This design comes from an exercise in tuning for small area, a short achievable clock period and few clock cycles on the open sky130 flow, not from production work. Where RTL was checked, it was by simulation tests only, not by an equivalence proof against the original. No functional check of the RTL was part of runs 3, 5 and 6. No activity file was given, so power comes from the tool's default toggle rates.

==> flow/design.v <==
module aoc_solver_top (
    input         clear,
    input         clock,
    input  [31:0] reg_wdata,
    input         reg_write_strobe,
    input  [3:0]  reg_addr,
    output [31:0] reg_rdata
);
    reg       in_aw, in_dw, in_start;
    reg [9:0] in_a;
    always @(posedge clock) begin
        in_aw    <= ~clear & reg_write_strobe & (reg_addr == 4'd2);
        in_dw    <= ~clear & reg_write_strobe & (reg_addr == 4'd3);
        in_start <= ~clear & reg_write_strobe & (reg_addr == 4'd0) & reg_wdata[0];
        in_a     <= reg_wdata[9:0];
    end
    reg [4:0] off, ax, pr;
    reg       a_up, a_dn, b_up, b_dn;
    always @(posedge clock)
        if (clear) begin
            off  <= 5'd0;
            ax   <= 5'd0;
            pr   <= 5'd1;
            a_up <= 1'b1;
            a_dn <= 1'b0;
            b_up <= 1'b1;
            b_dn <= 1'b1;
        end else begin
            off  <= off + 5'd1;
            a_up <= off != 5'd30;
            a_dn <= off != 5'd31;
            b_up <= off != 5'd14;
            b_dn <= off != 5'd15;
            if (in_aw) begin
                ax <= in_a[4:0];
                pr <= in_a[9:5] + off + 5'd2;
            end else
                pr <= pr + 5'd1;
        end
    reg  [1023:0] ring;     
    wire [31:0]   outA, outB, rmA, rmB;
    wire          en;
    aoc_row_proc pa (.en(en),
        .up(ring[32*30 +: 32] & {32{a_up}}), .mid(ring[32*31 +: 32]),
        .dn(ring[0 +: 32] & {32{a_dn}}), .out(outA), .rm(rmA));
    aoc_row_proc pb (.en(en),
        .up(ring[32*14 +: 32] & {32{b_up}}), .mid(ring[32*15 +: 32]),
        .dn(ring[32*16 +: 32] & {32{b_dn}}), .out(outB), .rm(rmB));
    reg         pend_v, pend_d;
    always @(posedge clock) begin
        pend_v <= ~clear & in_dw & pr[0];
        pend_d <= in_a[0];
    end
    wire        wr_v    = (in_dw | pend_v) & ~pr[0];
    wire        wr_d    = in_dw ? in_a[0] : pend_d;
    wire [3:0]  wr_p    = pr[4:1];
    wire [31:0] col_sel = 32'd1 << ax;
    genvar p;
    generate
        for (p = 0; p < 32; p = p + 1) begin : g_row
            wire [31:0] prev;
            if (p == 0)       assign prev = outA;
            else if (p == 16) assign prev = outB;
            else              assign prev = ring[32*(p-1) +: 32];
            if (p % 2 == 0) begin : g_wr
                wire        rsel = wr_v & (wr_p == p / 2);
                wire [31:0] wsel = col_sel & {32{rsel}};
                always @(posedge clock)
                    ring[32*p +: 32] <= (prev & ~wsel) | ({32{wr_d}} & wsel);
            end else begin : g_nowr
                always @(posedge clock)
                    ring[32*p +: 32] <= prev;
            end
        end
    endgenerate
    wire [63:0] cin = {ring[32*30 +: 32], ring[32*14 +: 32]};
    wire [63:0] rmv = {rmA, rmB};
    reg  [2:0]  part [0:8];
    reg         part9;
    reg  [3:0]  ro;
    integer i;
    always @(posedge clock) begin
        for (i = 0; i < 9; i = i + 1)
            part[i] <= pop7(cin[7*i +: 7]);
        part9 <= cin[63];
        for (i = 0; i < 4; i = i + 1)
            ro[i] <= |rmv[16*i +: 16];
    end
    reg [5:0] q0, q1;
    reg [6:0] psum;
    reg       rq2;
    always @(posedge clock) begin
        q0   <= ((part[0] + part[1]) + (part[2] + part[3])) + part[4];
        q1   <= ((part[5] + part[6]) + (part[7] + part[8])) + part9;
        psum <= q0 + q1;
        rq2  <= |ro;
    end
    reg        solving, fin, done, blk0, cp, bq;
    reg [1:0]  vs;            
    reg [3:0]  bc;
    reg [10:0] bs, b0;
    wire       go     = vs[1] & ~fin;
    wire       bq_now = (bc == 4'd0) ? rq2 : (bq | rq2);
    assign en = solving;
    always @(posedge clock)
        if (clear) begin
            solving <= 1'b0;
            fin     <= 1'b0;
            done    <= 1'b0;
            blk0    <= 1'b1;
            cp      <= 1'b0;
            bq      <= 1'b0;
            vs      <= 2'd0;
            bc      <= 4'd0;
            bs      <= 11'd0;
            b0      <= 11'd0;
        end else begin
            vs <= {vs[0], solving & ~fin};
            if (in_start & ~solving & ~fin & ~done)
                solving <= 1'b1;
            cp <= go & blk0 & (bc == 4'd15);
            if (go) begin
                bc <= bc + 4'd1;
                bq <= bq_now;
                bs <= ((bc == 4'd0) ? 11'd0 : bs) + psum;
                if (bc == 4'd15) begin
                    blk0 <= 1'b0;
                    if (~bq_now) begin
                        solving <= 1'b0;
                        fin     <= 1'b1;
                    end
                end
            end
            if (fin & ~done) begin
                done <= 1'b1;
                b0   <= cp ? 11'd0 : (b0 - bs);
            end else if (cp)
                b0 <= bs;
        end
    function [2:0] pop7(input [6:0] b);
        reg c1, s1, c2, s2, c3, s3;
        begin
            {c1, s1} = b[0] + b[1] + b[2];
            {c2, s2} = b[3] + b[4] + b[5];
            {c3, s3} = s1 + s2 + b[6];
            pop7 = {2'b00, s3} + ({1'b0, c1} + c2 + c3) * 2;
        end
    endfunction
    assign reg_rdata = (reg_addr == 4'd1) ? {5'd0, b0, 15'd0, done} : 32'd0;
endmodule
module aoc_row_proc (
    input         en,
    input  [31:0] up,
    input  [31:0] mid,
    input  [31:0] dn,
    output [31:0] out,
    output [31:0] rm
);
    wire [33:0] u  = {1'b0, up, 1'b0};
    wire [33:0] m  = {1'b0, mid, 1'b0};
    wire [33:0] d  = {1'b0, dn, 1'b0};
    wire [33:0] cs = u ^ m ^ d;
    wire [33:0] cc = (u & m) | (u & d) | (m & d);
    genvar x;
    generate
        for (x = 0; x < 32; x = x + 1) begin : g_col
            wire c0 = cc[x], c1 = cc[x+1], c2 = cc[x+2];
            wire s0 = cs[x], s1 = cs[x+1], s2 = cs[x+2];
            wire ge5 = (((c0 & c1) | (c0 & c2) | (c1 & c2)) & (s0 | s1 | s2 | (c0 & c1 & c2)))
                     | ((c0 | c1 | c2) & s0 & s1 & s2);
            assign rm[x] = en & mid[x] & ~ge5;
        end
    endgenerate
    assign out = mid & ~rm;
endmodule
==> flow/run.sh <==
#!/bin/bash
# synth_recipe.tcl (not shown) runs the flow's synth.tcl, then flattens the netlist and writes it again
# the make line also repeats each setting of config.mk as NAME=value (left out here)
make -C /OpenROAD-flow-scripts/flow DESIGN_CONFIG=/design/flow/config.mk WORK_HOME=/design/flow/orfs CLKGATE_MAP_FILE= SYNTH_SCRIPT=/design/flow/synth_recipe.tcl finish
==> flow/config.mk <==
export PLATFORM = sky130hd
export DESIGN_NAME = aoc_solver_top
export DESIGN_NICKNAME = aoc_solver_top
export VERILOG_FILES = /design/flow/design.v
export SDC_FILE = /design/flow/constraint.sdc
export NUM_CORES = 4
export LEC_CHECK = 0
export ABC_AREA = 1
export CAP_MARGIN = 20
export CORE_MARGIN = 2
export CORE_UTILIZATION = 40
export CTS_CLUSTER_DIAMETER = 80
export CTS_CLUSTER_SIZE = 24
export SETUP_SLACK_MARGIN = 2.2
export SLEW_MARGIN = 20
==> flow/constraint.sdc <==
create_clock -name core_clock -period 5.0 [get_ports {clock}]
set_input_delay 1.0000 -clock core_clock [delete_from_list [all_inputs] [get_ports {clock}]]
set_output_delay 1.0000 -clock core_clock [all_outputs]
set_load 0.01 [all_outputs]
==> flow_summary.json, run 1 <==
{
  "post_route_cells_drive_above_1_share": 0.0547,
  "rsz0062_at_grt": "yes",
  "worst_hold_startpoint": "ring[266]",
  "finalSetupViolCount": 0,
  "gr-total-overflow": 0,
  "first_pass_grt_wire_length_um": 149000,
  "port_buffers": 28,
  "initial_cell_density_of_the_core": 0.403,
  "fp.coreArea_um2": 99900,
  "final_area_um2": 43200,
  "largest_net_degree_at_the_start_of_global_routing": 149,
  "postLayoutCoreUtil": 0.433,
  "worst_r2r_startpoint": "part[1][1]",
  "tightest_slew_ns": 1.06,
  "final_worst_path_period_share": 0.555,
  "sequential_cell_area_fraction_in_the_yosys_report": 0.568,
  "via_count": 28700,
  "ant_nets": 0,
  "worst_slew_margin_rel": 0.293,
  "fmaxAchievable_mhz": 360,
  "ctsLongestPathBuffers": 3,
  "cts-hold-fix-buffers": 0,
  "most-common-layout-cells": "sky130_fd_sc_hd__dfxtp_1 (1134), sky130_fd_sc_hd__nand2_1 (686), sky130_fd_sc_hd__a21oi_1 (501)",
  "placed_cell_area_um2": 41500,
  "drtPass1Iterations": 8,
  "layout_min_cycle_time_ns": 2.78,
  "final-hold-violation-count": 0,
  "clock_buffer_count_from_cts": 56,
  "dieWidth_um": 321,
  "rows": 116,
  "critical_path_class": "flop to flop",
  "fin_setup_tns_ns": 0,
  "status": "no timing/DRC/antenna violations",
  "io_pins": 71,
  "chipHeight_um": 321,
  "post_synth_instance_area_um2": 40200,
  "antenna_found_initial": 0,
  "worst_r2r_path_depth": 8,
  "detail_route.drc_violations": 0,
  "vdd_drop_max_v": 0.000393,
  "synthCells": 4391,
  "die-area_um2": 103000,
  "combined_flip_flop_and_latch_cell_area_um2": 22900,
  "count_of_h_tree_levels_built_during_cts": 2,
  "routedWlPerCell_um": 16.9,
  "cp-start-kind": "flop",
  "timing.critical_path.required_ns": 5.56,
  "viasPerCell": 5.15,
  "arrival_ns": 3.33,
  "finalMaxSlewViolations": 0,
  "synthesis.area_per_instance_um2": 9.16,
  "path_max_fanout": 2,
  "cts.sink_count": 1142,
  "grt_usage": 0.180,
  "worstHoldPathCells": 0,
  "reg2reg_setup_slack_ns": 2.22,
  "static_leakage_nw": 17.5,
  "clock_tree.root_cell": "sky130_fd_sc_hd__clkbuf_16",
  "placed_wire_length_estimate_um": 59500,
  "mostFrequentLayoutCell": "sky130_fd_sc_hd__dfxtp_1",
  "area_growth_syn_to_layout_pct": 7.35,
  "post_synth_num_cell_types": 38,
  "synth.yosys.warnings": 2,
  "hold_path_class": "flop to flop",
  "post-layout-total-power_mw": 14.3,
  "detail_route.wirelength_um": 94100,
  "gp_congestion": 0.892,
  "crit_path_end_kind": "flop",
  "dr.first_iter.drc_count": 2335,
  "worst_skew_pair_later_pin_latency_ns": 0.67,
  "cellPowerDensity_nw_per_um2": 330,
  "worstHoldEndpoint": "ring[298]",
  "area_of_the_multi_input_gates_um2": 14700,
  "count_of_max_cap_constraint_violations": 0,
  "design.final.nets": 4471,
  "finClkSkew_ns": 0.0286,
  "vias_in_the_first_global_route": 26700,
  "num-fill-cells": 9716,
  "yosys_register_bits": 1142,
  "cts_tree": "yes",
  "ff_to_ff_end": "q0[3]",
  "cts.reportedPaths.clkPinSlew_ns": 0.10
}
-- sequential cells by signal, summed over array words and instances, names as in the netlist, 2 cells and up --
register  cells
vs            2
part         27
ring       1024
off           5
pr            5
q0            6
in_a         10
ax            5
q1            5
b0           11
psum          7
ro            4
bc            4
bs           11
-- per-layer routing --
metal | track usage | up-vias | wire length, um
li1 | - | 14300 | -
met1 | 0.260 | 13600 | 46200
met2 | 0.283 | 694 | 40900
met3 | 0.0202 | 129 | 4500
met4 | 0.0504 | 0 | 2420
met5 | 0 | - | 0
-- cell families after synthesis --
group / Yosys count / synth area share
AO/OA/AOI/OAI: 1135 / 0.155
XOR/XNOR: 17 / 0.00370
adder cells (fa/ha/maj): 164 / 0.0732
buffers and inverters: 720 / 0.0735
flip-flops: 1142 / 0.568
other: 1 / 0.0000932
AND/OR/NAND/NOR: 1212 / 0.127
-- what timing repair did --
action	in CTS	in global routing
endpoints found under the setup margin	138	135
cloned	1	1
resized for setup	79	21
pin swaps	16	6
setup buffers	6	1
-- synthesized netlist by cell type, drive strengths merged --
master	instances	area share
nand3	224	0.028
nor4	4	0.0010
a31oi	416	0.065
clkbuf	145	0.014
o21bai	1	0.00019
or4	1	0.00019
o211ai	6	0.0011
fa	119	0.059
inv	426	0.040
nand4	12	0.0019
and2	1	0.00016
o21ai	207	0.026
nand3b	7	0.0013
xor2	12	0.0026
a21boi	1	0.00019
ha	45	0.014
conb	1	0.000093
a22oi	2	0.00037
o22ai	1	0.00016
dfxtp	1142	0.57
or2	6	0.00093
a21oi	501	0.062
nor2	214	0.022
xnor2	5	0.0011
nor3	53	0.0066
buf	149	0.020
nand2	690	0.065
-- worst max-delay path by stage --
stage                start             to  slack [ns]  cells past startpoint
6_report        part[1][1]          q0[3]        2.22                      8
5_1_grt              in_dw      ring[328]        2.10                      7
4_1_cts        reg_addr[2]  reg_rdata[26]        2.12                      6
3_5_place_dp   reg_addr[3]  reg_rdata[26]        1.26                      5
3_3_place_gp   reg_addr[3]  reg_rdata[19]        1.30                      5
2_1_floorplan   part[0][1]          q0[3]        2.27                      8
-- per-stage QoR --
stage          worst slack [ns]  instances  hold WS (ns)
2_1_floorplan              2.27       4410         0.310
3_3_place_gp               1.30       5498         0.310
3_5_place_dp               1.26       5498         0.312
4_1_cts                    2.12       5572         0.309
5_1_grt                    2.10       5575         0.322
6_report                   2.22       5576         0.317
-- area by class of cell --
| class | instances | share of cell area |
|---|---|---|
| Inverter | 426 | 0.0373 |
| Clock inverter | 11 | 0.00301 |
| Multi-Input combinational cell | 2550 | 0.341 |
| Timing Repair Buffer | 92 | 0.0186 |
| Sequential cell | 1142 | 0.530 |
| Antenna cell | 1 | 0.0000579 |
| Tap cell | 1298 | 0.0376 |
| Clock buffer | 56 | 0.0324 |
-- where the power goes --
part,internal [mW],switching [mW]
clock network,2.05,2.87
registers,9.10,0.0214
logic,0.0578,0.169
total,11.2,3.06
-- worst max-delay path, cell delays in order (launching register included) --
cell and delay (ns):
sky130_fd_sc_hd__dfxtp_4 0.39, sky130_fd_sc_hd__inv_2 0.04, sky130_fd_sc_hd__fa_1 0.56, sky130_fd_sc_hd__fa_1 0.45, sky130_fd_sc_hd__fa_1 0.51, sky130_fd_sc_hd__inv_2 0.05, sky130_fd_sc_hd__ha_4 0.16, sky130_fd_sc_hd__fa_2 0.35
sky130_fd_sc_hd__xor2_1 0.16
Testbench counts, summed over its fixed seeds: cycles 148,160.
==> inputs of run 2 (changes only) <==
==> flow/flow/run.sh (new file) <==
#!/bin/bash
# The standard layout, with the port buffers made of sky130_fd_sc_hd__buf_4
# instead of the buffer cell buffer_ports picks by itself (a slow
# clkdlybuf4s50_1 here, which sizing then keeps within its footprint).
set -euo pipefail
bash standard.sh 'BUFFER_PORTS_ARGS=-buffer_cell sky130_fd_sc_hd__buf_4' finish > standard_make.log 2>&1
==> flow/standard.sh (new file) <==
#!/bin/bash
# synth_recipe.tcl (not shown) runs the flow's synth.tcl, then flattens the netlist and writes it again
# the make line also repeats each setting of config.mk as NAME=value (left out here)
make -C /OpenROAD-flow-scripts/flow DESIGN_CONFIG=/design/flow/config.mk WORK_HOME=/design/flow/orfs CLKGATE_MAP_FILE= SYNTH_SCRIPT=/design/flow/synth_recipe.tcl "${@:-finish}"
removed: flow/run.sh
==> run 2 against run 1 <==
Utilization barely moved. Critical path depth shrank 3. Cell count rose by 0.13%. Clock power rose by 1%. Final area about the same. First-iteration DRC count decreased by 12%. Non-clock buffer count up 6. Critical endpoint is now reg_rdata[0]. Register-to-register slack improved by 0.02 ns. Still clean. Worst hold slack got worse by 0.0048 ns.
==> flow_summary.json, run 2 <==
{
  "asyncSetResetFlopFracSynth": 0,
  "fin_setup_tns_ns": 0,
  "fmaxAchievable_mhz": 363,
  "area_growth_syn_to_layout_pct": 7.40,
  "clock_buffer_count_from_cts": 56,
  "die-area_um2": 103000,
  "post_synth_num_cell_types": 38,
  "synth_largest_area_cell": "sky130_fd_sc_hd__dfxtp_1",
  "layout_min_cycle_time_ns": 2.75,
  "netSwitchingFraction": 0.214,
  "gr-total-overflow": 0,
  "detail_route.wirelength_um": 92800,
  "dr.first_iter.drc_count": 2055,
  "drtPass1Iterations": 5,
  "power.share.clock": 0.348,
  "final-instance-count-excl-fill": 5583,
  "synth_edf_count": 0,
  "static_leakage_nw": 17.5,
  "crit_path_end_kind": "primary output",
  "fin_hold_ws_ns": 0.312,
  "dieWidth_um": 321,
  "cp-start-kind": "input pin",
  "cts.sink_count": 1142,
  "most-common-layout-cells": "sky130_fd_sc_hd__dfxtp_1 (1135), sky130_fd_sc_hd__nand2_1 (686), sky130_fd_sc_hd__a21oi_1 (501)",
  "largest_registers": "ring: 1024 flops, part: 27 flops",
  "post_synth_most_frequent_cells": "sky130_fd_sc_hd__dfxtp_1 (1142), sky130_fd_sc_hd__nand2_1 (686), sky130_fd_sc_hd__a21oi_1 (501)",
  "timing.critical_path.required_ns": 4.00,
  "num-fill-cells": 9730,
  "grt_usage": 0.179,
  "initial_cell_density_of_the_core": 0.403,
  "design.final.nets": 4476,
  "final_area_um2": 43200,
  "via_count": 28500,
  "synthesis.area_per_instance_um2": 9.16,
  "synthDominantCellAreaShare": 0.568,
  "post_route_cells_drive_above_1_share": 0.0574,
  "cts_tree": "yes",
  "seq_power_share": 0.637,
  "detail_route.drc_violations": 0,
  "finClkSkew_ns": 0.0346,
  "post-route-worst-setup-slack_ns": 2.25,
  "share_comb_of_total_power": 0.015,
  "power_switching_mw": 3.06,
  "largest_register_ff_count": 1024,
  "largest_family_of_logic_cells_by_synthesized_area": "compound AO/OA/AOI/OAI gates",
  "critical_path_class": "input pin to primary output",
  "sequential_cell_area_fraction_in_the_yosys_report": 0.568,
  "yosysMostFrequentCell": "sky130_fd_sc_hd__dfxtp_1",
  "vias_in_the_first_global_route": 26600,
  "cts.reportedPaths.clkPinSlew_ns": 0.10,
  "count_of_max_cap_constraint_violations": 0,
  "finalMaxSlewViolations": 0,
  "antenna_diode_count": 0,
  "mostFrequentLayoutCell": "sky130_fd_sc_hd__dfxtp_1",
  "post_synth_instance_area_um2": 40200,
  "worst_slew_margin_rel": 0.227,
  "synth_area_leaders": "sky130_fd_sc_hd__dfxtp_1 (57%), sky130_fd_sc_hd__a31oi_1 (6.5%), sky130_fd_sc_hd__nand2_1 (6.4%)",
  "routedWlPerCell_um": 16.6,
  "final_worst_path_period_share": 0.550,
  "dpl_worst_slack_ns": 1.65,
  "largest_register": "ring",
  "gp_congestion": 0.858,
  "post-layout-total-power_mw": 14.3,
  "status": "no timing/DRC/antenna violations",
  "io_pins": 71,
  "synth_mux_area_frac": 0,
  "clock_tree.root_cell": "sky130_fd_sc_hd__clkbuf_16",
  "cell_internal_pwr_mw": 11.3,
  "port_buffers": 28,
  "fp.coreArea_um2": 99900,
  "final-hold-violation-count": 0,
  "ctsLongestPathBuffers": 3,
  "ys.flop_type": "sky130_fd_sc_hd__dfxtp_1",
  "postLayoutCoreUtil": 0.433,
  "count_of_h_tree_levels_built_during_cts": 2,
  "path_max_fanout": 6,
  "synth_area_in_simple_gates": 0.127,
  "antenna_found_initial": 1,
  "finalSetupViolCount": 0,
  "largest_net_degree_at_the_start_of_global_routing": 144,
  "synth-adder-area-share": 0.0732,
  "chipHeight_um": 321,
  "ant_nets": 0,
  "rows": 116,
  "cellPowerDensity_nw_per_um2": 331,
  "synthCells": 4391,
  "worst_skew_pair_later_pin_latency_ns": 0.67,
  "placed_cell_area_um2": 41500,
  "synthXorXnorAreaFrac": 0.00370,
  "synthesized_area_fraction_occupied_by_ao_oa_aoi_and_oai_cells": 0.155,
  "placed_cells": 5505,
  "tightest_slew_ns": 1.16,
  "placed_wire_length_estimate_um": 59300,
  "synth.yosys.warnings": 2,
  "first_pass_grt_wire_length_um": 149000,
  "vdd_drop_max_v": 0.000293,
  "viasPerCell": 5.10,
  "hold_path_class": "flop to flop",
  "rsz0062_at_grt": "yes",
  "arrival_ns": 1.75,
  "cts-hold-fix-buffers": 0,
  "yosys_register_bits": 1142
}
run 2: cell count changes in the layout (fill, tap and decap cells not counted), moves of 3 or more:
cell,before,now
sky130_fd_sc_hd__buf_2,12,0
sky130_fd_sc_hd__clkdlybuf4s50_1,12,0
sky130_fd_sc_hd__clkbuf_2,3,0
sky130_fd_sc_hd__inv_2,10,7
sky130_fd_sc_hd__inv_1,414,417
sky130_fd_sc_hd__inv_8,5,1
sky130_fd_sc_hd__buf_4,53,90
run 2: what timing repair did:
item,4_1_cts,5_1_grt
setup endpoints to repair,171,58
cloned,0,1
gates resized for setup,19,12
pin swaps,0,7
buffers inserted,4,3
run 2: cells by family (layout without fill, tap and decap cells):
logic type	after synthesis	after routing
and+or+nand+nor	1212	1213
DFF	1142	1142
AOI/OAI and AO/OA	1135	1135
buffers and inverters	720	594
adders and majority gates	164	164
xor gates and xnor gates	17	17
other	1	20
run 2: final cells by class:
class	instances	area, um2	area share
multi-input cells	2549	14700	0.340
repair buffers	98	826	0.0191
clock inverters	10	114	0.00263
well taps	1298	1620	0.0376
flip-flops and latches	1142	22900	0.529
inverters	426	1610	0.0373
clock buffers	60	1450	0.0335
run 2: power by group through the flow:
| stage | clock network, mW | registers [mW] | logic [mW] |
|---|---|---|---|
| floorplan | 0 | 9.33 | 0.162 |
| global placement | 0 | 9.34 | 0.212 |
| detailed placement | 0 | 9.34 | 0.212 |
| CTS | 5.15 | 9.13 | 0.216 |
| global route | 5.47 | 9.13 | 0.243 |
| finish | 4.98 | 9.12 | 0.216 |
run 2: per-layer routing:
| layer | wire, um | share of wire | GRT usage |
|---|---|---|---|
| met4 | 2320 | 0.025 | 0.0480 |
| met5 | 0 | 0 | 0 |
| met1 | 46000 | 0.50 | 0.263 |
| met2 | 40600 | 0.44 | 0.280 |
| met3 | 3920 | 0.042 | 0.0203 |
run 2: path summary, 6_finish.rpt:
path / startpoint / to / slack, ns / cells past startpoint
min reg2reg: ring[913] / ring[945] / 0.31 / 0
max: reg_addr[3] / reg_rdata[0] / 2.25 / 5
min: ring[913] / ring[945] / 0.31 / 0
max reg2reg: part[1][1] / q0[3] / 2.25 / 8
run 2: worst max-delay path, cell delays in order:
cell	delay [ns]
sky130_fd_sc_hd__buf_4	0.12
sky130_fd_sc_hd__nor2_4	0.18
sky130_fd_sc_hd__nand3_2	0.19
sky130_fd_sc_hd__nor2_1	0.14
sky130_fd_sc_hd__buf_4	0.13
==> inputs of run 3 (changes only) <==
--- a/flow/design.v
+++ b/flow/design.v
@@ -88,3 +88,3 @@
     end
-    reg [5:0] q0, q1;
+    reg [4:0] q0, q1, q2;
     reg [6:0] psum;
@@ -92,5 +92,6 @@
     always @(posedge clock) begin
-        q0   <= ((part[0] + part[1]) + (part[2] + part[3])) + part[4];
-        q1   <= ((part[5] + part[6]) + (part[7] + part[8])) + part9;
-        psum <= q0 + q1;
+        q0   <= (part[0] + part[1]) + part[2];
+        q1   <= (part[3] + part[4]) + part[5];
+        q2   <= (part[6] + part[7]) + (part[8] + part9);
+        psum <= (q0 + q1) + q2;
         rq2  <= |ro;
==> flow/run.sh (new file) <==
#!/bin/bash
# synth_recipe.tcl (not shown) runs the flow's synth.tcl, then flattens the netlist and writes it again
# the make line also repeats each setting of config.mk as NAME=value (left out here)
make -C /OpenROAD-flow-scripts/flow DESIGN_CONFIG=/design/flow/config.mk WORK_HOME=/design/flow/orfs CLKGATE_MAP_FILE= SYNTH_SCRIPT=/design/flow/synth_recipe.tcl finish
removed: flow/flow/run.sh
removed: flow/standard.sh
==> run 3 against run 2 <==
Final area unchanged. Largest power group unchanged. Synthesized cell count down 2.6%. Clock-buffer cell count grew 4. Combinational power increased by 11%. Critical endpoint is now reg_rdata[23]. Clock skew decreased by 0.0030 ns. Clock power up 3%. Sequential power up 0.4%. Power is 1.6% higher. Worst hold slack got worse by 0.00054 ns. Critical path type unchanged.
==> flow_summary.json, run 3 <==
{
  "status": "no timing/DRC/antenna violations",
  "viasPerCell": 5.21,
  "vias_in_the_first_global_route": 26500,
  "timing.critical_path.depth": 6,
  "yosys_register_bits": 1146,
  "synthDominantCellAreaShare": 0.574,
  "die-area_um2": 103000,
  "worst_skew_pair_later_pin_latency_ns": 0.67,
  "path_max_fanout": 3,
  "gp_congestion": 0.913,
  "clock_tree.root_cell": "sky130_fd_sc_hd__clkbuf_16",
  "synth_largest_area_cell": "sky130_fd_sc_hd__dfxtp_1",
  "worst_slew_margin_rel": 0.241,
  "worst_r2r_path_depth": 7,
  "mostFrequentLayoutCell": "sky130_fd_sc_hd__dfxtp_1",
  "rsz0062_at_grt": "yes",
  "dieWidth_um": 320,
  "synthCells": 4275,
  "post_synth_most_frequent_cells": "sky130_fd_sc_hd__dfxtp_1 (1146), sky130_fd_sc_hd__a21oi_1 (537), sky130_fd_sc_hd__nand2_1 (529)",
  "arrival_ns": 1.76,
  "largest_register_ff_count": 1024,
  "timing.critical_path.slowest_cell_delay_ns": 0.18,
  "post_synth_instance_area_um2": 40000,
  "finalSetupViolCount": 0,
  "placed_cell_area_um2": 41300,
  "dr.first_iter.drc_count": 2330,
  "finClkSkew_ns": 0.0316,
  "slowest_stage": "sky130_fd_sc_hd__nor2_4",
  "hold_path_class": "flop to flop",
  "cts.sink_count": 1146,
  "path_common_cell": "sky130_fd_sc_hd__buf_6",
  "detail_route.wirelength_um": 93300,
  "ys.flop_type": "sky130_fd_sc_hd__dfxtp_1",
  "worstHoldPathCells": 0,
  "post-route-worst-setup-slack_ns": 2.24,
  "gr-total-overflow": 0,
  "cts_tree": "yes",
  "first_pass_grt_wire_length_um": 148000,
  "routedWlPerCell_um": 17.1,
  "ff_to_ff_end": "ring[204]",
  "synth.yosys.warnings": 2,
  "fp.coreArea_um2": 98700,
  "asyncSetResetFlopFracSynth": 0,
  "area_growth_syn_to_layout_pct": 8.04,
  "dpl_worst_slack_ns": 1.12,
  "cp_num_buf_inv": 3,
  "timing.critical_path.required_ns": 4.00,
  "fin_hold_ws_ns": 0.312,
  "rows": 115,
  "reg2reg_setup_slack_ns": 2.28,
  "initial_cell_density_of_the_core": 0.405,
  "synth_edf_count": 0,
  "largest_net_degree_at_the_start_of_global_routing": 141,
  "grt_usage": 0.178,
  "cp-start-kind": "input pin",
  "num-fill-cells": 9507,
  "most-common-layout-cells": "sky130_fd_sc_hd__dfxtp_1 (1142), sky130_fd_sc_hd__a21oi_1 (537), sky130_fd_sc_hd__nand2_1 (529)",
  "crit_path_end_kind": "primary output",
  "ant_nets": 0,
  "vdd_drop_max_v": 0.000287,
  "final-hold-violation-count": 0,
  "worstSetupEndpoint": "reg_rdata[23]",
  "fin_setup_tns_ns": 0,
  "design.final.nets": 4361,
  "largest_registers": "ring: 1024 flops, part: 27 flops",
  "ctsLongestPathBuffers": 3,
  "count_of_h_tree_levels_built_during_cts": 2,
  "via_count": 28500,
  "cpLargestDelayFamily": "buffers and inverters",
  "layout_min_cycle_time_ns": 2.76,
  "port_buffers": 28,
  "count_of_max_cap_constraint_violations": 0,
  "final_area_um2": 43200,
  "clock_buffer_count_from_cts": 57,
  "post_route_cells_drive_above_1_share": 0.0582,
  "placed_wire_length_estimate_um": 59300,
  "post-layout-total-power_mw": 14.5,
  "crit_chain": "buf_6 > nor2_4 > nand3_4 > buf_6 > nor2_2 > buf_2",
  "worst_r2r_startpoint": "in_dw",
  "cts.reportedPaths.clkPinSlew_ns": 0.09,
  "largest_register": "ring",
  "final_worst_path_period_share": 0.552,
  "cellPowerDensity_nw_per_um2": 337,
  "io_pins": 71,
  "drtPass1Iterations": 7,
  "synthesis.area_per_instance_um2": 9.36,
  "cp-startpoint": "reg_addr[3]",
  "finalMaxSlewViolations": 0,
  "antenna_found_initial": 1,
  "sequential_cell_area_fraction_in_the_yosys_report": 0.574,
  "yosysMostFrequentCell": "sky130_fd_sc_hd__dfxtp_1",
  "tightest_slew_ns": 1.14,
  "post_synth_num_cell_types": 38,
  "detail_route.drc_violations": 0,
  "critical_path_class": "input pin to primary output",
  "chipHeight_um": 320,
  "fmaxAchievable_mhz": 362,
  "static_leakage_nw": 17.3,
  "synth_area_leaders": "sky130_fd_sc_hd__dfxtp_1 (57%), sky130_fd_sc_hd__a31oi_1 (7.2%), sky130_fd_sc_hd__a21oi_1 (6.7%)"
}
[run 3: worst register-to-register path: cells and delay by family (launching register included)]
family	cells	cell delay (ns)
flops	1	0.39
compound gates	2	0.29
simple gates	4	1.37
buf+inv	1	0.58
[run 3: per-stage QoR]
stage / cells / util
CTS: 5457 / 0.436
global placement: 5372 / 0.419
global route: 5464 / 0.438
detailed placement: 5372 / 0.419
finish: 5466 / 0.438
floorplan: 4294 / -
[run 3: what timing repair did]
item,in CTS,in global routing
hold buffers,0,0
buffers inserted,8,3
pin swaps,4,5
resized for setup,80,16
gates cloned,1,1
setup endpoints to repair,32,41
[run 3: final cells by class]
| type | count | area, um2 | area share |
|---|---|---|---|
| Antenna cell | 3 | 7.51 | 0.000174 |
| Clock buffer | 64 | 1550 | 0.0358 |
| Clock inverter | 12 | 133 | 0.00307 |
| Inverter | 395 | 1500 | 0.0346 |
| Multi-Input combinational cell | 2455 | 14500 | 0.336 |
| Sequential cell | 1146 | 23000 | 0.531 |
| Tap cell | 1287 | 1610 | 0.0373 |
| Timing Repair Buffer | 104 | 932 | 0.0216 |
[run 3: layer usage]
| layer | global-route usage | share of wire | vias to the layer above | routed length (um) |
|---|---|---|---|---|
| li1 | - | - | 14100 | - |
| met1 | 0.260 | 0.48 | 13500 | 45200 |
| met2 | 0.278 | 0.44 | 696 | 40800 |
| met3 | 0.0225 | 0.055 | 142 | 5090 |
| met4 | 0.0483 | 0.024 | 0 | 2250 |
| met5 | 0 | 0 | - | 0 |
[run 3: worst min-delay path by stage]
stage,from,endpoint
finish,ring[196],ring[228]
CTS,ring[196],ring[228]
global route,ring[196],ring[228]
global placement,ring[200],ring[232]
floorplan,ring[68],ring[100]
detailed placement,ring[284],ring[316]
[run 3: power by group]
group | internal [mW] | leakage, nW | switching (mW)
Clock | 2.23 | 0.817 | 2.92
Combinational | 0.0628 | 7.20 | 0.177
Sequential | 9.14 | 9.24 | 0.0204
Total | 11.4 | 17.3 | 3.12
[run 3: cells by family (layout without fill, tap and decap cells)]
family,count (synthesis),in the layout,synth area share
other cells,1,23,0.0000938
fa+ha+maj,163,163,0.0737
buf+inv,695,575,0.0699
xor+xnor,19,19,0.00416
compound gates,1212,1212,0.168
simple gates,1039,1041,0.110
flops,1146,1146,0.574
==> inputs of run 4 (changes only) <==
--- a/flow/design.v
+++ b/flow/design.v
@@ -53,6 +53,10 @@
     end
-    wire        wr_v    = (in_dw | pend_v) & ~pr[0];
     wire        wr_d    = in_dw ? in_a[0] : pend_d;
-    wire [3:0]  wr_p    = pr[4:1];
     wire [31:0] col_sel = 32'd1 << ax;
+    wire        dw_next = ~clear & reg_write_strobe & (reg_addr == 4'd3);
+    wire        pv_next = ~clear & in_dw & pr[0];
+    wire [4:0]  pr_next = clear ? 5'd1 : in_aw ? (in_a[9:5] + off + 5'd2) : (pr + 5'd1);
+    reg  [15:0] rs;
+    always @(posedge clock)
+        rs <= ((dw_next | pv_next) & ~pr_next[0]) ? (16'd1 << pr_next[4:1]) : 16'd0;
     genvar p;
@@ -65,3 +69,3 @@
             if (p % 2 == 0) begin : g_wr
-                wire        rsel = wr_v & (wr_p == p / 2);
+                wire        rsel = rs[p / 2];
                 wire [31:0] wsel = col_sel & {32{rsel}};
==> run 4 against run 3 <==
Worst hold slack got worse by 0.0053 ns. Utilization fell by 0.20 points. Register-to-register slack improved by 0.10 ns. First-iteration DRC count rose by 1.4%. Maximum frequency fell by 2.6%. Cell count rose by 5.3%. Area after synthesis rose by 1.7%. Highest routed layer unchanged. Sequential share of layout area rose by 0.056 points. Worst setup slack got worse by 0.075 ns. Largest cell class unchanged. Power rose by 0.84%. Critical endpoint unchanged. Flip-flop and latch count rose by 15. Non-clock buffer count fell by 17.
==> flow_summary.json, run 4 <==
{
  "status": "no timing/DRC/antenna violations",
  "fin_setup_tns_ns": 0,
  "count_of_h_tree_levels_built_during_cts": 2,
  "crit_chain": "buf_6 > nor2_4 > buf_12 > nand3_4 > buf_6 > nor2_4 > buf_6",
  "asyncSetResetFlopFracSynth": 0,
  "detail_route.wirelength_um": 94800,
  "seq_power_share": 0.633,
  "viasPerCell": 5.03,
  "cell_internal_pwr_mw": 11.6,
  "ff_to_ff_end": "ring[967]",
  "grt_usage": 0.181,
  "cts.sink_count": 1161,
  "worst_slew_margin_rel": 0.271,
  "post_synth_instance_area_um2": 40700,
  "post_synth_num_cell_types": 38,
  "fp.coreArea_um2": 100000,
  "worst_r2r_startpoint": "ax[4]",
  "finalMaxSlewViolations": 0,
  "power.share.clock": 0.351,
  "rsz0062_at_grt": "yes",
  "synthesis.area_per_instance_um2": 9.06,
  "crit_path_end_kind": "primary output",
  "layout_min_cycle_time_ns": 2.84,
  "worst_hold_startpoint": "ring[659]",
  "dr.first_iter.drc_count": 2363,
  "clock_tree.root_cell": "sky130_fd_sc_hd__clkbuf_16",
  "sequential_cell_area_fraction_in_the_yosys_report": 0.571,
  "initial_cell_density_of_the_core": 0.405,
  "worstHoldEndpoint": "ring[691]",
  "hold_path_class": "flop to flop",
  "drtPass1Iterations": 6,
  "largest_register_ff_count": 1024,
  "arrival_ns": 1.84,
  "postLayoutCoreUtil": 0.436,
  "synthCells": 4489,
  "ctsLongestPathBuffers": 3,
  "placed_wire_length_estimate_um": 61600,
  "path_max_fanout": 4,
  "first_pass_grt_wire_length_um": 149000,
  "worstHoldPathCells": 0,
  "cts_tree": "yes",
  "cts-hold-fix-buffers": 0,
  "design.final.nets": 4588,
  "worst_r2r_path_depth": 3,
  "finalSetupViolCount": 0,
  "synth.yosys.warnings": 2,
  "gr-total-overflow": 0,
  "area_growth_syn_to_layout_pct": 7.59,
  "power_switching_mw": 3.09,
  "fmaxAchievable_mhz": 353,
  "yosys_register_bits": 1161,
  "slowest_stage": "sky130_fd_sc_hd__nor2_4",
  "final-hold-violation-count": 0,
  "port_buffers": 28,
  "cts.reportedPaths.clkPinSlew_ns": 0.09,
  "routedWlPerCell_um": 16.5,
  "post_synth_most_frequent_cells": "sky130_fd_sc_hd__dfxtp_1 (1161), sky130_fd_sc_hd__nand2_1 (854), sky130_fd_sc_hd__inv_1 (432)",
  "netSwitchingFraction": 0.211,
  "via_count": 29000,
  "largest_net_degree_at_the_start_of_global_routing": 139,
  "clock_buffer_count_from_cts": 57,
  "synthDominantCellAreaShare": 0.571,
  "largest_registers": "ring: 1024 flops, part: 27 flops, rs: 16 flops",
  "ys.flop_type": "sky130_fd_sc_hd__dfxtp_1",
  "chipHeight_um": 323,
  "timing.critical_path.slowest_cell_delay_ns": 0.17,
  "worst_skew_pair_later_pin_latency_ns": 0.67,
  "timing.critical_path.required_ns": 4.00,
  "mostFrequentLayoutCell": "sky130_fd_sc_hd__dfxtp_1",
  "antenna_found_initial": 2,
  "vias_in_the_first_global_route": 26500,
  "synth_edf_count": 0,
  "detail_route.drc_violations": 0,
  "reg2reg_setup_slack_ns": 2.38,
  "final_worst_path_period_share": 0.567,
  "synth_largest_area_cell": "sky130_fd_sc_hd__dfxtp_1",
  "cellPowerDensity_nw_per_um2": 335,
  "static_leakage_nw": 17.6,
  "finClkSkew_ns": 0.0421,
  "io_pins": 71,
  "dieWidth_um": 323,
  "vdd_drop_max_v": 0.000290,
  "synth_area_leaders": "sky130_fd_sc_hd__dfxtp_1 (57%), sky130_fd_sc_hd__nand2_1 (7.9%), sky130_fd_sc_hd__fa_1 (6.0%)",
  "count_of_max_cap_constraint_violations": 0,
  "rows": 116,
  "tightest_slew_ns": 1.09,
  "most-common-layout-cells": "sky130_fd_sc_hd__dfxtp_1 (1142), sky130_fd_sc_hd__nand2_1 (854), sky130_fd_sc_hd__inv_1 (430)",
  "post_route_cells_drive_above_1_share": 0.0471,
  "gp_congestion": 0.898,
  "die-area_um2": 104000,
  "ant_nets": 0,
  "largest_register": "ring",
  "cp-start-kind": "input pin",
  "path_common_cell": "sky130_fd_sc_hd__buf_6",
  "critical_path_class": "input pin to primary output",
  "yosysMostFrequentCell": "sky130_fd_sc_hd__dfxtp_1",
  "share_comb_of_total_power": 0.017
}
run 4: cell families after synthesis:
logic type / synth area share
other cells: 0.0000922
xor+xnor: 0.00323
compound gates: 0.144
flops: 0.571
simple gates: 0.139
buf+inv: 0.0702
fa+ha+maj: 0.0725
mux: 0.000277
run 4: power by group through the flow:
stage | logic (mW) | clock network [mW] | registers (mW)
3_5_place_dp | 0.242 | 0 | 9.50
2_1_floorplan | 0.188 | 0 | 9.49
5_1_grt | 0.280 | 5.63 | 9.29
6_report | 0.249 | 5.14 | 9.28
3_3_place_gp | 0.239 | 0 | 9.50
4_1_cts | 0.250 | 5.30 | 9.28
run 4: worst max-delay path, delay by kind of cell:
family / cells / cell delay (ns)
and+or+nand+nor: 3 / 0.35
buffers and inverters: 4 / 0.48
run 4: area by class of cell:
cell class | instances | area (um2)
diodes | 1 | 2.50
clock buffers | 59 | 1480
clock inverters | 10 | 170
fillers | 9769 | 56700
inverters | 435 | 1640
multi-input cells | 2644 | 14800
flip-flops and latches | 1161 | 23300
well taps | 1357 | 1700
repair buffers | 87 | 727
run 4: worst max path at each step:
stage	start	to	slack [ns]	cells after the start
finish	reg_addr[3]	reg_rdata[23]	2.16	7
detailed placement	reg_addr[3]	reg_rdata[20]	1.21	5
global route	reg_addr[3]	reg_rdata[23]	2.14	7
CTS	reg_addr[2]	reg_rdata[23]	2.16	7
floorplan	reg_addr[3]	reg_rdata[16]	2.35	4
global placement	reg_addr[3]	reg_rdata[24]	1.24	5
run 4: repair_timing:
item / 4_1_cts / 5_1_grt
buffers inserted: 4 / 0
endpoints found under the hold margin: 0 / 0
gates cloned: 1 / 0
resized for setup: 74 / 14
pin swaps: 5 / 1
setup endpoints to repair: 32 / 13
run 4: per-layer routing:
metal / GRT usage / vias up / wire length (um)
met4: 0.0566 / 0 / 2690
li1: - / 14500 / -
met3: 0.0227 / 125 / 4680
met5: 0 / - / 0
met2: 0.281 / 629 / 41400
met1: 0.260 / 13700 / 46100
run 4: stage by stage:
step / hold slack [ns] / power [mW] / cells / setup WS [ns] / cell area (um2)
3_5_place_dp: 0.312 / 9.74 / 5679 / 1.21 / 42100
6_report: 0.306 / 14.7 / 5754 / 2.16 / 43800
2_1_floorplan: 0.310 / 9.67 / 4508 / 2.35 / 40800
3_3_place_gp: 0.310 / 9.74 / 5679 / 1.24 / 42100
4_1_cts: 0.308 / 14.8 / 5753 / 2.16 / 43800
5_1_grt: 0.307 / 15.2 / 5753 / 2.14 / 43800
Testbench counts of run 4, summed over its fixed seeds: cycles 148,160.
==> inputs of run 5 (changes only) <==
--- a/flow/design.v
+++ b/flow/design.v
@@ -53,10 +53,6 @@
     end
+    wire        wr_v    = (in_dw | pend_v) & ~pr[0];
     wire        wr_d    = in_dw ? in_a[0] : pend_d;
+    wire [3:0]  wr_p    = pr[4:1];
     wire [31:0] col_sel = 32'd1 << ax;
-    wire        dw_next = ~clear & reg_write_strobe & (reg_addr == 4'd3);
-    wire        pv_next = ~clear & in_dw & pr[0];
-    wire [4:0]  pr_next = clear ? 5'd1 : in_aw ? (in_a[9:5] + off + 5'd2) : (pr + 5'd1);
-    reg  [15:0] rs;
-    always @(posedge clock)
-        rs <= ((dw_next | pv_next) & ~pr_next[0]) ? (16'd1 << pr_next[4:1]) : 16'd0;
     genvar p;
@@ -69,3 +65,3 @@
             if (p % 2 == 0) begin : g_wr
-                wire        rsel = rs[p / 2];
+                wire        rsel = wr_v & (wr_p == p / 2);
                 wire [31:0] wsel = col_sel & {32{rsel}};
@@ -92,3 +88,3 @@
     end
-    reg [4:0] q0, q1, q2;
+    reg [5:0] q0, q1;
     reg [6:0] psum;
@@ -96,6 +92,5 @@
     always @(posedge clock) begin
-        q0   <= (part[0] + part[1]) + part[2];
-        q1   <= (part[3] + part[4]) + part[5];
-        q2   <= (part[6] + part[7]) + (part[8] + part9);
-        psum <= (q0 + q1) + q2;
+        q0   <= ((part[0] + part[1]) + (part[2] + part[3])) + part[4];
+        q1   <= ((part[5] + part[6]) + (part[7] + part[8])) + part9;
+        psum <= q0 + q1;
         rq2  <= |ro;
@@ -168,2 +163,6 @@
     wire [33:0] cc = (u & m) | (u & d) | (m & d);
+    wire [32:0] cca = cc[32:0] & cc[33:1];
+    wire [32:0] cco = cc[32:0] | cc[33:1];
+    wire [32:0] csa = cs[32:0] & cs[33:1];
+    wire [32:0] cso = cs[32:0] | cs[33:1];
     genvar x;
@@ -171,6 +170,8 @@
         for (x = 0; x < 32; x = x + 1) begin : g_col
-            wire c0 = cc[x], c1 = cc[x+1], c2 = cc[x+2];
-            wire s0 = cs[x], s1 = cs[x+1], s2 = cs[x+2];
-            wire ge5 = (((c0 & c1) | (c0 & c2) | (c1 & c2)) & (s0 | s1 | s2 | (c0 & c1 & c2)))
-                     | ((c0 | c1 | c2) & s0 & s1 & s2);
+            wire c_maj = cca[x] | cca[x+1] | (cc[x] & cc[x+2]);
+            wire c_all = cca[x] & cca[x+1];
+            wire c_any = cco[x] | cco[x+1];
+            wire s_all = csa[x] & csa[x+1];
+            wire s_any = cso[x] | cso[x+1];
+            wire ge5   = (c_maj & s_any) | c_all | (c_any & s_all);
             assign rm[x] = en & mid[x] & ~ge5;
==> run 5 against run 4 <==
Critical path depth up 2. Largest cell class unchanged. Still clean. Clock power down 4%. Non-clock buffer count up 14. Clock-buffer cell count down 2. Worst hold slack better by 0.0065 ns. Maximum frequency down 1.0%.
==> flow_summary.json, run 5 <==
{
  "status": "no timing/DRC/antenna violations",
  "count_of_max_cap_constraint_violations": 0,
  "final_worst_path_period_share": 0.573,
  "worst_r2r_startpoint": "part[0][1]",
  "yosysMostFrequentCell": "sky130_fd_sc_hd__dfxtp_1",
  "post_synth_most_frequent_cells": "sky130_fd_sc_hd__dfxtp_1 (1142), sky130_fd_sc_hd__nand2_1 (642), sky130_fd_sc_hd__a21oi_1 (545)",
  "ctsLongestPathBuffers": 3,
  "design.final.nets": 4450,
  "grt_usage": 0.174,
  "met3RoutedLength_um": 3560,
  "drtPass1Iterations": 6,
  "reg2reg_setup_slack_ns": 2.14,
  "routedWlPerCell_um": 16.5,
  "clock_buffer_count_from_cts": 55,
  "cts.reportedPaths.clkPinSlew_ns": 0.10,
  "worstHoldEndpoint": "ring[417]",
  "critical_path_class": "flop to flop",
  "largest_net_degree_at_the_start_of_global_routing": 143,
  "post_route_cells_drive_above_1_share": 0.0567,
  "fin_setup_tns_ns": 0,
  "gp_congestion": 0.903,
  "final_area_um2": 43200,
  "finalMaxSlewViolations": 0,
  "arrival_ns": 3.42,
  "count_of_h_tree_levels_built_during_cts": 2,
  "dieWidth_um": 321,
  "asyncSetResetFlopFracSynth": 0,
  "worst_r2r_path_depth": 9,
  "area_growth_syn_to_layout_pct": 7.30,
  "port_buffers": 28,
  "cts-hold-fix-buffers": 0,
  "synth_area_leaders": "sky130_fd_sc_hd__dfxtp_1 (57%), sky130_fd_sc_hd__a31oi_1 (7.0%), sky130_fd_sc_hd__a21oi_1 (6.8%)",
  "ff_to_ff_end": "q0[2]",
  "initial_cell_density_of_the_core": 0.403,
  "cts_tree": "yes",
  "tightest_slew_ns": 1.06,
  "yosys_register_bits": 1142,
  "post_synth_instance_area_um2": 40300,
  "wl_met1_um": 44900,
  "post_synth_num_cell_types": 39,
  "layout_min_cycle_time_ns": 2.86,
  "post-route-worst-setup-slack_ns": 2.14,
  "fin_hold_ws_ns": 0.313,
  "path_max_fanout": 2,
  "synth_largest_area_cell": "sky130_fd_sc_hd__dfxtp_1",
  "dr.first_iter.drc_count": 2017,
  "synthDominantCellAreaShare": 0.567,
  "worst_hold_startpoint": "ring[385]",
  "ys.flop_type": "sky130_fd_sc_hd__dfxtp_1",
  "highest-signal-layer": "met4",
  "final-hold-violation-count": 0,
  "synthCells": 4368,
  "rows": 116,
  "ant_nets": 0,
  "sequential_cell_area_fraction_in_the_yosys_report": 0.567,
  "worst_skew_pair_later_pin_latency_ns": 0.67,
  "antenna_found_initial": 1,
  "vias_in_the_first_global_route": 26500,
  "largest_register_ff_count": 1024,
  "post-layout-total-power_mw": 14.3,
  "mostFrequentLayoutCell": "sky130_fd_sc_hd__dfxtp_1",
  "hold_path_class": "flop to flop",
  "gr-total-overflow": 0,
  "largest_registers": "ring: 1024 flops, part: 27 flops",
  "rsz0062_at_grt": "yes",
  "placed_cell_area_um2": 41500,
  "finClkSkew_ns": 0.0267,
  "crit_path_end_kind": "flop",
  "worst_slew_margin_rel": 0.293,
  "placed_wire_length_estimate_um": 58700,
  "via_count": 28200,
  "cp-start-kind": "flop",
  "timing.critical_path.required_ns": 5.55,
  "fp.coreArea_um2": 100000,
  "most-common-layout-cells": "sky130_fd_sc_hd__dfxtp_1 (1135), sky130_fd_sc_hd__nand2_1 (642), sky130_fd_sc_hd__a21oi_1 (545)",
  "vdd_drop_max_v": 0.000271,
  "antenna_diode_count": 0,
  "largest_register": "ring",
  "synth_edf_count": 0,
  "cts.sink_count": 1142,
  "detail_route.wirelength_um": 91600,
  "worstHoldPathCells": 0,
  "chipHeight_um": 321,
  "cellPowerDensity_nw_per_um2": 331,
  "detail_route.drc_violations": 0,
  "static_leakage_nw": 17.9,
  "met2_length_um": 40700,
  "die-area_um2": 103000,
  "fmaxAchievable_mhz": 349,
  "dpl_worst_slack_ns": 1.11,
  "finalSetupViolCount": 0,
  "first_pass_grt_wire_length_um": 145000,
  "clock_tree.root_cell": "sky130_fd_sc_hd__clkbuf_16",
  "synthesis.area_per_instance_um2": 9.23,
  "viasPerCell": 5.08,
  "io_pins": 71,
  "synth.yosys.warnings": 2
}
-- run 5: changes by cell type after synthesis, sizes merged, moves of 6 or more --
cell,previous run,this run
nand2,854,644
o21ai,337,128
a21oi,374,545
a31oi,283,450
o31ai,56,0
nor3,53,17
dfxtp,1161,1142
o22ai,3,20
buf,117,133
nand3,206,222
nor2,238,254
clkbuf,152,167
o211ai,2,9
nand4,12,6
-- run 5: worst max path at each step --
stage / start / endpoint / slack, ns / cells past startpoint
global placement: reg_addr[3] / reg_rdata[19] / 1.15 / 5
detailed placement: reg_addr[3] / reg_rdata[26] / 1.11 / 5
CTS: ax[4] / ring[528] / 2.11 / 6
global route: part[1][2] / q0[4] / 2.03 / 11
finish: part[0][1] / q0[2] / 2.14 / 9
floorplan: part[0][1] / q0[3] / 2.31 / 9
-- run 5: repair_timing --
item	4_1_cts	5_1_grt
endpoints found under the hold margin	0	0
cloned	1	1
endpoints found under the setup margin	34	67
pin swaps	11	9
gates resized for setup	87	10
buffers inserted	7	0
-- run 5: logic make-up (layout without fill, tap and decap cells) --
kind of cell / after synthesis / after routing / synth area share
flip-flops: 1142 / 1142 / 0.567
adder cells (fa/ha/maj): 164 / 164 / 0.0731
XOR/XNOR: 16 / 16 / 0.00348
AND/OR/NAND/NOR: 1157 / 1159 / 0.122
other: 1 / 20 / 0.0000930
buffers and inverters: 729 / 594 / 0.0745
AO/OA/AOI/OAI: 1159 / 1159 / 0.160
-- run 5: through the flow --
stage,std cells,util
2_1_floorplan,4387,-
3_3_place_gp,5476,0.415
3_5_place_dp,5477,0.415
4_1_cts,5549,0.432
5_1_grt,5552,0.432
6_report,5552,0.432
-- run 5: routing by layer --
layer / track usage / up-vias
met3: 0.0193 / 127
li1: - / 14200
met5: 0 / -
met1: 0.246 / 13400
met2: 0.279 / 513
met4: 0.0525 / 0
-- run 5: worst max-delay path, stage by stage (launching register included) --
cell and delay, ns:
sky130_fd_sc_hd__dfxtp_2 0.33, sky130_fd_sc_hd__inv_2 0.04, sky130_fd_sc_hd__fa_2 0.53, sky130_fd_sc_hd__fa_1 0.54, sky130_fd_sc_hd__inv_2 0.04, sky130_fd_sc_hd__fa_1 0.52
sky130_fd_sc_hd__ha_2 0.19, sky130_fd_sc_hd__inv_2 0.04, sky130_fd_sc_hd__fa_2 0.51, sky130_fd_sc_hd__inv_1 0.03
-- run 5: report_power, final --
part | total (mW) | switching (mW) | leakage (nW) | internal [mW]
Clock | 4.95 | 2.83 | 0.759 | 2.12
Sequential | 9.12 | 0.0218 | 9.20 | 9.10
Combinational | 0.220 | 0.165 | 7.90 | 0.0555
-- run 5: cell type report --
class                      count  area [um2]
multi-input combinational   2518       14700
fill                        9648       56800
tap                         1298        1620
timing repair buffer         101         886
sequential                  1142       22900
clock buffer                  57        1430
inverter                     429        1620
clock inverter                 7         121
==> inputs of run 6 (changes only) <==
--- a/flow/design.v
+++ b/flow/design.v
@@ -8,10 +8,6 @@
 );
-    reg       in_aw, in_dw, in_start;
-    reg [9:0] in_a;
-    always @(posedge clock) begin
-        in_aw    <= ~clear & reg_write_strobe & (reg_addr == 4'd2);
-        in_dw    <= ~clear & reg_write_strobe & (reg_addr == 4'd3);
-        in_start <= ~clear & reg_write_strobe & (reg_addr == 4'd0) & reg_wdata[0];
-        in_a     <= reg_wdata[9:0];
-    end
+    wire in_aw    = ~clear & reg_write_strobe & (reg_addr == 4'd2);
+    wire in_dw    = ~clear & reg_write_strobe & (reg_addr == 4'd3);
+    wire in_start = ~clear & reg_write_strobe & (reg_addr == 4'd0) & reg_wdata[0];
+    wire [9:0] in_a = reg_wdata[9:0];
     reg [4:0] off, ax, pr;
@@ -163,6 +159,2 @@
     wire [33:0] cc = (u & m) | (u & d) | (m & d);
-    wire [32:0] cca = cc[32:0] & cc[33:1];
-    wire [32:0] cco = cc[32:0] | cc[33:1];
-    wire [32:0] csa = cs[32:0] & cs[33:1];
-    wire [32:0] cso = cs[32:0] | cs[33:1];
     genvar x;
@@ -170,8 +162,6 @@
         for (x = 0; x < 32; x = x + 1) begin : g_col
-            wire c_maj = cca[x] | cca[x+1] | (cc[x] & cc[x+2]);
-            wire c_all = cca[x] & cca[x+1];
-            wire c_any = cco[x] | cco[x+1];
-            wire s_all = csa[x] & csa[x+1];
-            wire s_any = cso[x] | cso[x+1];
-            wire ge5   = (c_maj & s_any) | c_all | (c_any & s_all);
+            wire c0 = cc[x], c1 = cc[x+1], c2 = cc[x+2];
+            wire s0 = cs[x], s1 = cs[x+1], s2 = cs[x+2];
+            wire ge5 = (((c0 & c1) | (c0 & c2) | (c1 & c2)) & (s0 | s1 | s2 | (c0 & c1 & c2)))
+                     | ((c0 | c1 | c2) & s0 & s1 & s2);
             assign rm[x] = en & mid[x] & ~ge5;
==> run 6 against run 5 <==
Largest cell class unchanged. Utilization up 0.35 points. Sequential power about the same. Maximum frequency up 2.5%. Critical path depth down 1. Routed wire length up 32%. Sequential share of layout area down 3.5 points. Critical path type unchanged.
==> flow_summary.json, run 6 <==
{
  "cts-hold-fix-buffers": 0,
  "netSwitchingFraction": 0.225,
  "slowest_stage": "sky130_fd_sc_hd__fa_1",
  "area_growth_syn_to_layout_pct": 8.58,
  "crit_path_end_kind": "flop",
  "clock_tree.root_cell": "sky130_fd_sc_hd__clkbuf_16",
  "count_of_max_cap_constraint_violations": 0,
  "combined_flip_flop_and_latch_cell_area_um2": 22600,
  "fmaxAchievable_mhz": 358,
  "rsz0062_at_grt": "yes",
  "post_synth_most_frequent_cells": "sky130_fd_sc_hd__dfxtp_1 (1129), sky130_fd_sc_hd__nand2_1 (1059), sky130_fd_sc_hd__o21ai_0 (536)",
  "crit_chain": "inv_2 > fa_1 > fa_1 > fa_1 > inv_2 > ha_4 > fa_2 > xor2_1",
  "largest_net_degree_at_the_start_of_global_routing": 99,
  "seq_power_share": 0.624,
  "hold_path_class": "flop to flop",
  "arrival_ns": 3.34,
  "die-area_um2": 108000,
  "cp_num_buf_inv": 2,
  "first_pass_grt_wire_length_um": 186000,
  "gr-total-overflow": 0,
  "ant_nets": 0,
  "vdd_drop_max_v": 0.000322,
  "antenna_diode_count": 0,
  "cpLargestDelayFamily": "adder cells",
  "static_leakage_nw": 20.1,
  "placed_cells": 6130,
  "cts_tree": "yes",
  "placed_wire_length_estimate_um": 75600,
  "final-hold-violation-count": 0,
  "timing.critical_path.slowest_cell_delay_ns": 0.58,
  "cts.reportedPaths.clkPinSlew_ns": 0.10,
  "synthCells": 4926,
  "sequential_cell_area_fraction_in_the_yosys_report": 0.536,
  "initial_cell_density_of_the_core": 0.402,
  "area_of_the_multi_input_gates_um2": 16800,
  "yosys_register_bits": 1129,
  "path_max_fanout": 2,
  "cell_internal_pwr_mw": 11.3,
  "most-common-layout-cells": "sky130_fd_sc_hd__dfxtp_1 (1124), sky130_fd_sc_hd__nand2_1 (1057), sky130_fd_sc_hd__o21ai_0 (512)",
  "power_switching_mw": 3.28,
  "num-fill-cells": 10300,
  "final_worst_path_period_share": 0.559,
  "largest_registers": "ring: 1024 flops, part: 27 flops",
  "finalMaxSlewViolations": 0,
  "post-layout-total-power_mw": 14.6,
  "dieWidth_um": 329,
  "ys.flop_type": "sky130_fd_sc_hd__dfxtp_1",
  "synth_largest_area_cell": "sky130_fd_sc_hd__dfxtp_1",
  "grt_usage": 0.219,
  "fp.coreArea_um2": 105000,
  "final-instance-count-excl-fill": 6219,
  "timing.critical_path.required_ns": 5.55,
  "cellPowerDensity_nw_per_um2": 319,
  "ctsLongestPathBuffers": 3,
  "cts.sink_count": 1129,
  "detail_route.wirelength_um": 121000,
  "finClkSkew_ns": 0.0360,
  "yosysMostFrequentCell": "sky130_fd_sc_hd__dfxtp_1",
  "antenna_found_initial": 3,
  "largest_register_ff_count": 1024,
  "gp_congestion": 0.888,
  "cp-start-kind": "flop",
  "layout_min_cycle_time_ns": 2.79,
  "drtPass1Iterations": 6,
  "via_count": 33000,
  "io_pins": 71,
  "clock_buffer_count_from_cts": 55,
  "rows": 119,
  "synthesis.area_per_instance_um2": 8.56,
  "post_synth_num_cell_types": 43,
  "count_of_h_tree_levels_built_during_cts": 2,
  "largest_register": "ring",
  "finalSetupViolCount": 0,
  "critical_path_class": "flop to flop",
  "tightest_slew_ns": 0.941,
  "chipHeight_um": 329,
  "post_route_cells_drive_above_1_share": 0.0621,
  "post_synth_instance_area_um2": 42100,
  "mostFrequentLayoutCell": "sky130_fd_sc_hd__dfxtp_1",
  "share_comb_of_total_power": 0.035,
  "power.share.clock": 0.341,
  "routedWlPerCell_um": 19.4,
  "design.final.nets": 5018,
  "viasPerCell": 5.30,
  "detail_route.drc_violations": 0,
  "synthDominantCellAreaShare": 0.536,
  "synth_area_leaders": "sky130_fd_sc_hd__dfxtp_1 (54%), sky130_fd_sc_hd__nand2_1 (9.4%), sky130_fd_sc_hd__o21ai_0 (6.4%)",
  "fin_setup_tns_ns": 0,
  "dr.first_iter.drc_count": 3045,
  "worst_slew_margin_rel": 0.373,
  "status": "no timing/DRC/antenna violations",
  "path_common_cell": "sky130_fd_sc_hd__fa_1",
  "vias_in_the_first_global_route": 31200,
  "asyncSetResetFlopFracSynth": 0,
  "worst_skew_pair_later_pin_latency_ns": 0.67,
  "synth_edf_count": 0,
  "synth.yosys.warnings": 2,
  "port_buffers": 28
}
run 6: cell count changes after synthesis, sizes merged, moves of 43 or more:
cell,change
nand4,+418
o21ai,+493
nand3,+43
a31oi,-446
nand2,+425
a21oi,-452
run 6: kinds of logic (layout without fill, tap and decap cells):
group,Yosys count,after routing,synth area share
other,1,20,0.0000890
XOR/XNOR,17,17,0.00353
buffers and inverters,773,656,0.0767
AND/OR/NAND/NOR,2109,2109,0.225
flip-flops,1129,1129,0.536
AO/OA/AOI/OAI,733,733,0.0884
adder cells (fa/ha/maj),164,164,0.0699
run 6: through the flow:
| stage | cell area (um2) | hold WS [ns] | util | worst slack, ns |
|---|---|---|---|---|
| after floorplan | 42200 | 0.310 | - | 2.27 |
| after global placement | 43600 | 0.310 | 0.415 | 0.838 |
| after detailed placement | 43600 | 0.312 | 0.415 | 0.759 |
| after CTS | 45400 | 0.318 | 0.433 | 2.12 |
| after global routing | 45800 | 0.319 | 0.436 | 2.15 |
| final | 45800 | 0.309 | 0.436 | 2.21 |
run 6: final cells by class:
| cell class | count | area share |
|---|---|---|
| inverter | 452 | 0.0373 |
| multi-input combinational | 3043 | 0.367 |
| sequential | 1129 | 0.494 |
| tap | 1391 | 0.0380 |
| clock inverter | 10 | 0.00227 |
| clock buffer | 60 | 0.0316 |
| timing repair buffer | 134 | 0.0293 |
run 6: layer usage:
metal	global-route usage	share of wire
met5	0	0
met4	0.0625	0.028
met3	0.0285	0.057
met2	0.343	0.44
met1	0.315	0.47
run 6: power by group through the flow:
stage,clock network (mW),logic [mW],registers (mW)
after floorplan,0,0.340,9.30
after global placement,0,0.479,9.31
after detailed placement,0,0.484,9.31
after CTS,5.08,0.495,9.10
after global routing,5.39,0.554,9.11
final,4.98,0.503,9.10
run 6: what timing repair did:
item                                    CTS  global route
setup buffers                             8             5
gates cloned                              3             3
pin swaps                                 4            12
resized for setup                       130            66
endpoints found under the setup margin  531           433
run 6: final timing paths:
kind               from   endpoint  slack (ns)  depth (start not counted)
max          part[1][1]      q0[3]        2.21                          8
min           ring[155]  ring[187]        0.31                          0
max reg2reg  part[1][1]      q0[3]        2.21                          8
min reg2reg   ring[155]  ring[187]        0.31                          0

separate check: timing with driven ports:
How much do the figures lean on ideal ports? The routed layouts below were timed once more, with nothing changed but the port constraints. Step 1 sets driving cells, clkbuf_16 on the clock port and buf_2 on the other inputs (assumed; they add their load-dependent delay and slew). Step 2 adds t to the input delays and takes it off the output delays; t is the mean of the earliest and latest rising clock arrival at the registers after step 1. Input paths then give back, and output paths get back, about the clock's delay inside the block. Slacks: no drivers / after step 1 / after step 2; pairs: no drivers / after step 1.
run | t, ns | setup WS [ns] | hold WS [ns] | worst setup path after step 2
run 1 | 0.726 | 2.224 / 2.224 / 2.181 | 0.317 / 0.317 / 0.317 | input to register
run 2 | 0.722 | 2.248 / 2.221 / 2.089 | 0.312 / 0.312 / 0.312 | input to register
run 3 | 0.723 | 2.239 / 2.207 / 2.093 | 0.312 / 0.312 / 0.312 | input to register
run 4 | 0.714 | 2.164 / 2.127 / 1.969 | 0.306 / 0.306 / 0.306 | input to register
run 5 | 0.718 | 2.135 / 2.135 / 2.135 | 0.313 / 0.313 / 0.313 | register to register
run 6 | 0.720 | 2.206 / 2.206 / 1.573 | 0.309 / 0.309 / 0.309 | input to register
After both steps setup and hold are still met in every run listed. For run 6, which loses most, drivers alone change the setup slack by 0.000 ns; drivers and shift together by -0.633 ns.
